Source: an optimization exercise on an open RTL-to-GDS flow (aim: small area). Production flows keep margins and buffers that such runs may drop.
RTL that was checked went through simulation tests only; none was proved equivalent to the original.
Power and IR drop assume default switching activity.

==> flow/design.v <==
`timescale 1ns / 1ps
module home_automation (
    input clk,
    input rst,
    output trig,
    input echo,
    output scl,
    input sda_i,
    output sda_o,
    input [3:0] sw,
    output [2:0] led,
    output [7:0] temp
);
    reg [14:0] tl;
    reg trig_r;
    wire tl_z = (tl == 15'h0000);
    wire tl_e = (tl == 15'h46c7);
    always @(posedge clk or posedge rst) begin
        if (rst) begin
            tl <= 0;
            trig_r <= 0;
        end else begin
            tl <= {tl[13] ^ tl_e, tl[12:0], ~(tl[14] ^ tl[9] ^ tl[6] ^ tl[4])};
            trig_r <= tl_z | (trig_r & !tl_e);
        end
    end
    assign trig = trig_r;
    reg meas;
    reg [5:0] dur;
    reg dvalid;
    reg near;
    always @(posedge clk or posedge rst) begin
        if (rst) begin
            meas <= 0;
            dvalid <= 0;
            near <= 1;
        end else begin
            meas <= echo;
            if (!echo && meas) begin
                dvalid <= 1;
                near <= (dur != 6'd59);
            end
        end
    end
    always @(posedge clk) begin
        if (echo && !meas) dur <= 0;
        else if (echo && dur != 6'd59) dur <= dur + 1'b1;
    end
    localparam [2:0] S_IDLE = 3'b000, S_START = 3'b001, S_RS = 3'b010, S_STOP = 3'b011,
                     S_SA = 3'b100, S_SR = 3'b101, S_RA = 3'b110, S_RD = 3'b111;
    reg [2:0] state;
    reg [4:0] dc;
    reg [2:0] bc;
    reg [2:0] bn;
    reg cal_done;
    reg scl_out, sda_out;
    reg [4:0] tempr;
    wire bus = state[2];
    wire tick = bus && dc[1];
    wire idle = (state == S_IDLE);
    wire iblk = idle && (dc == 5'd31);
    wire wdone = idle ? (bn == 3'd5 && bc == 3'd1 && dc == 5'd16) : (dc[4] & dc[2]);
    wire rd = (state == S_RD);
    wire sample = rd && tick && scl_out;
    wire adv = rd && tick && !scl_out;
    wire bdec = tick && !scl_out;
    wire bend = bdec && (bc == 3'd0);
    wire [7:0] sdata = (state == S_SA) ? 8'hDC : (cal_done ? 8'hFA : 8'h88);
    always @(posedge clk or posedge rst) begin
        if (rst) begin
            state <= S_IDLE;
            scl_out <= 1;
            sda_out <= 1;
            dc <= 0;
            bc <= 3'd7;
            bn <= 3'd6;
            cal_done <= 0;
        end else begin
            dc <= (bus ? dc[1] : wdone) ? 5'd0 : dc + 1'b1;
            if (tick) scl_out <= ~scl_out;
            if (bdec || iblk) bc <= bc - 1'b1;
            else if (state == S_START && wdone) bc <= 3'd7;
            if (tick && scl_out && !state[1]) sda_out <= sdata[bc];
            if (!bus && wdone) begin
                case (state)
                    S_IDLE: state <= S_START;
                    S_START: begin state <= S_SA; sda_out <= 0; end
                    S_RS: begin state <= S_RA; sda_out <= 1; end
                    default: begin state <= S_IDLE; sda_out <= 0; scl_out <= 0; end
                endcase
            end
            if (bend) bn <= (state == S_RA) ? {1'b0, cal_done, cal_done} : bn + 1'b1;
            else if (iblk && bc == 3'd0) bn <= bn + 1'b1;
            if (bend) begin
                case (state)
                    S_SA: state <= S_SR;
                    S_SR: state <= S_RS;
                    S_RA: state <= S_RD;
                    default: if (bn == 3'd5) begin
                        state <= S_STOP;
                        cal_done <= 1;
                    end
                endcase
            end
        end
    end
    assign scl = scl_out;
    assign sda_o = sda_out;
    reg [15:0] t1r, t2r, t3r;
    reg [31:0] p;
    reg [20:0] x;
    wire [15:0] t2 = {t2r[7:0], t2r[15:8]};
    wire ph0 = rd && tick && (cal_done ? (bn == 3'd3) : (bn == 3'd4)) && (bc[2] || (bc == 3'd3 && scl_out));
    wire lo = sample && (cal_done ? (bn == 3'd4) : (bn == 3'd5));
    wire hi = sample && cal_done && (bn == 3'd5);
    wire shr8 = adv && cal_done && (bn == 3'd4) && (bc == 0);
    wire cap = sample && (bc == 0) && (bn == 3'd5);
    wire cph = (rd && !scl_out && bc == 0 && bn == 3'd5) ||
               ((state == S_STOP) && !dc[4] && !(dc[3] && dc[2] && (dc[1] || dc[0])));
    wire dsum = (state == S_STOP) && (dc[4:0] == 5'd13);
    wire dstep = (state == S_STOP) && (dc[4:0] >= 5'd14) && (dc[4:0] <= 5'd18);
    wire last = (state == S_STOP) && dc[4] && dc[2];
    wire t1bit = t1r[7] && !(lo && bc == 0);
    wire rbit = lo && cal_done && sda_i;
    wire dig_en = (ph0 || lo) && (t1bit ^ rbit);
    wire dig_neg = (ph0 || lo) && t1bit && !rbit;
    wire dig_pos = (ph0 || lo) && !t1bit && rbit;
    wire dq = (p[9:0] >= 10'd400);
    reg [34:0] yv;
    always @(*) begin
        yv = 35'd0;
        if (ph0 || lo) yv[31:0] = {{16{dig_neg}}, (t2 & {16{dig_pos}}) | (~t2 & {16{dig_neg}})};
        if (hi && sda_i) yv[23:8] = t2;
        if (cph && t3r[7]) yv[20:0] = x;
        if (dsum) yv[33:13] = x;
        if (dstep && dq) yv[9:0] = 10'd225;
    end
    wire [34:0] av = {2'b00, p, 1'b0};
    wire [35:0] cy;
    wire [34:0] s;
    assign cy[0] = dig_neg;
    genvar gi;
    generate
        for (gi = 0; gi < 35; gi = gi + 1) begin : rca
            assign s[gi] = av[gi] ^ yv[gi] ^ cy[gi];
            assign cy[gi + 1] = (av[gi] & yv[gi]) | (av[gi] & cy[gi]) | (yv[gi] & cy[gi]);
        end
    endgenerate
    wire step = ph0 || lo || hi || cph || dstep;
    wire pclr = (state == S_IDLE) || cap;
    wire pen = pclr || shr8 || dsum || step;
    wire [31:0] pd = ({32{shr8}} & {8'd0, p[31:8]}) | ({32{dsum}} & {p[31:10], s[34:25]}) |
                     ({32{step && !pclr}} & s[31:0]);
    always @(posedge clk) begin
        if (pen) p <= pd;
        if (cap) x <= s[31:11];
        if (sample && !cal_done && bn[2:1] == 2'b00) t1r <= {t1r[14:0], sda_i};
        else if (ph0 || (lo && bc != 0)) t1r <= {t1r[14:0], t1r[15]};
        if (sample && !cal_done && bn[2:1] == 2'b01) t2r <= {t2r[14:0], sda_i};
        if (sample && !cal_done && bn[2:1] == 2'b10) t3r <= {t3r[14:0], sda_i};
        else if (cph) t3r <= {t3r[14:0], t3r[15]};
    end
    always @(posedge clk or posedge rst) begin
        if (rst) tempr <= 0;
        else if (last) tempr <= p[4:0];
    end
    assign temp = {3'b000, tempr};
    reg code_ok;
    reg [14:0] bl;
    reg bh;
    reg blink_r;
    reg light_r, fan_r;
    always @(posedge clk or posedge rst) begin
        if (rst) code_ok <= 0;
        else code_ok <= (sw == 4'b1010);
    end
    wire bl_e = (bl == 15'h24f5);
    wire bl_h = (bl == 15'h495d);
    wire bl_w = (bl == 15'h4000);
    always @(posedge clk or posedge rst) begin
        if (rst) begin
            bl <= 0;
            bh <= 1;
            blink_r <= 0;
        end else begin
            blink_r <= !code_ok && bh;
            if (!code_ok) begin
                bl <= {bl[13:0], ~(bl[14] ^ bl[13]) ^ bl_e};
                if (bl_h) bh <= 0;
                else if (bl_w) bh <= 1;
            end
        end
    end
    always @(posedge clk or posedge rst) begin
        if (rst) begin
            light_r <= 0;
            fan_r <= 0;
        end else begin
            if (dvalid && near && code_ok) begin
                light_r <= 1;
                fan_r <= 1;
            end else begin
                light_r <= 0;
            end
            if (tempr > 5'd25 && code_ok) fan_r <= 1;
            else if (!near) fan_r <= 0;
        end
    end
    assign led = {blink_r, fan_r, light_r};
endmodule
clock: 30.0 ns
lec_check: 0
cap_margin: 20
core_margin: 2
core_utilization: 65
cts_buf_list: sky130_fd_sc_hd__clkbuf_8
cts_cluster_diameter: 300
cts_cluster_size: 40
slew_margin: 20
standard.sh (not shown) runs the stock make flow with config.mk's settings and CLKGATE_MAP_FILE= SYNTH_SCRIPT=/design/flow/synth_recipe.tcl, a recipe that flattens the netlist after the stock synthesis.
==> flow/flow/run.sh <==
#!/bin/bash
export BUFFER_PORTS_ARGS="-buffer_cell sky130_fd_sc_hd__buf_1"
export CTS_ARGS="-sink_clustering_enable -sink_clustering_size 30 -sink_clustering_max_diameter 200 -sink_buffer_max_cap_derate 0.5 -dont_use_dummy_load -buf_list sky130_fd_sc_hd__clkbuf_8 -repair_clock_nets"
bash standard.sh > standard_flow.log 2>&1
Then changed:
--- a/flow/design.v
+++ b/flow/design.v
@@ -11,19 +11,19 @@
     output [2:0] led,
     output [7:0] temp
 );
     reg [14:0] tl;
     reg trig_r;
-    wire tl_z = (tl == 15'h0000);
-    wire tl_e = (tl == 15'h46c7);
-    always @(posedge clk or posedge rst) begin
-        if (rst) begin
-            tl <= 0;
+    wire tl_s = (tl == 15'h24f5);
+    wire tl_c = (tl == 15'h74ac);
+    always @(posedge clk or posedge rst) begin
+        if (rst) begin
+            tl <= 15'h24f5;
             trig_r <= 0;
         end else begin
-            tl <= {tl[13] ^ tl_e, tl[12:0], ~(tl[14] ^ tl[9] ^ tl[6] ^ tl[4])};
-            trig_r <= tl_z | (trig_r & !tl_e);
+            tl <= {tl[13:0], ~(tl[14] ^ tl[13]) ^ tl_s};
+            trig_r <= tl_s | (trig_r & !tl_c);
         end
     end
     assign trig = trig_r;
     reg meas;
     reg [5:0] dur;
@@ -147,12 +147,11 @@
         end
     endgenerate
     wire step = ph0 || lo || hi || cph || dstep;
     wire pclr = (state == S_IDLE) || cap;
     wire pen = pclr || shr8 || dsum || step;
-    wire [31:0] pd = ({32{shr8}} & {8'd0, p[31:8]}) | ({32{dsum}} & {p[31:10], s[34:25]}) |
-                     ({32{step && !pclr}} & s[31:0]);
+    wire [31:0] pd = shr8 ? {8'd0, p[31:8]} : ({32{!pclr}} & (dsum ? {s[31:10], s[34:25]} : s[31:0]));
     always @(posedge clk) begin
         if (pen) p <= pd;
         if (cap) x <= s[31:11];
         if (sample && !cal_done && bn[2:1] == 2'b00) t1r <= {t1r[14:0], sda_i};
         else if (ph0 || (lo && bc != 0)) t1r <= {t1r[14:0], t1r[15]};
@@ -173,23 +172,22 @@
     always @(posedge clk or posedge rst) begin
         if (rst) code_ok <= 0;
         else code_ok <= (sw == 4'b1010);
     end
     wire bl_e = (bl == 15'h24f5);
-    wire bl_h = (bl == 15'h495d);
-    wire bl_w = (bl == 15'h4000);
-    always @(posedge clk or posedge rst) begin
-        if (rst) begin
-            bl <= 0;
+    wire bl_h = (bl == 15'h7843);
+    always @(posedge clk or posedge rst) begin
+        if (rst) begin
+            bl <= 15'h49eb;
             bh <= 1;
             blink_r <= 0;
         end else begin
             blink_r <= !code_ok && bh;
             if (!code_ok) begin
                 bl <= {bl[13:0], ~(bl[14] ^ bl[13]) ^ bl_e};
                 if (bl_h) bh <= 0;
-                else if (bl_w) bh <= 1;
+                else if (bl_e) bh <= 1;
             end
         end
     end
     always @(posedge clk or posedge rst) begin
         if (rst) begin
After rerunning:
- critical path depth went down by 1
- setup slack is worse by 0.092 ns
- design area went down slightly
- count of clock-buffer cells in the layout stays the same
- via count went up slightly
- die area went down slightly
- hold slack is better by 0.0070 ns
- global-route usage went up by 0.54 points
- total power went up slightly
- wire length went up slightly
For the second run of this note, only the layout was checked, not whether the RTL still works.

## afterwards: timing with drivers on the ports
No port has a modelled driver above. Below, the same layouts with a new extraction and two added sets of constraints. Step 1: set_driving_cell puts a clkbuf_16 on clk and a buf_2 on each other input, an assumption about the parent block. Step 2 times the ports against the registers' clock, not the clock port: input delays grow and output delays shrink by t, the midpoint of the rising clock arrivals with the driver on. Three values: ideal, step 1, step 2; two values: the first two.
run | t (ns) | slack for setup (ns) | hold slack, ns | pins driven straight from the clock port
the first run | 0.475 | 10.302 / 10.324 / 9.849 | 0.369 / 0.369 / 0.369 | 1
the second run | 0.471 | 10.210 / 10.224 / 9.753 | 0.376 / 0.376 / 0.376 | 1
After both steps setup and hold are still met in every run listed. The setup slack of the second run, which loses most, moves by +0.014 ns with the drivers and by -0.457 ns with both steps.
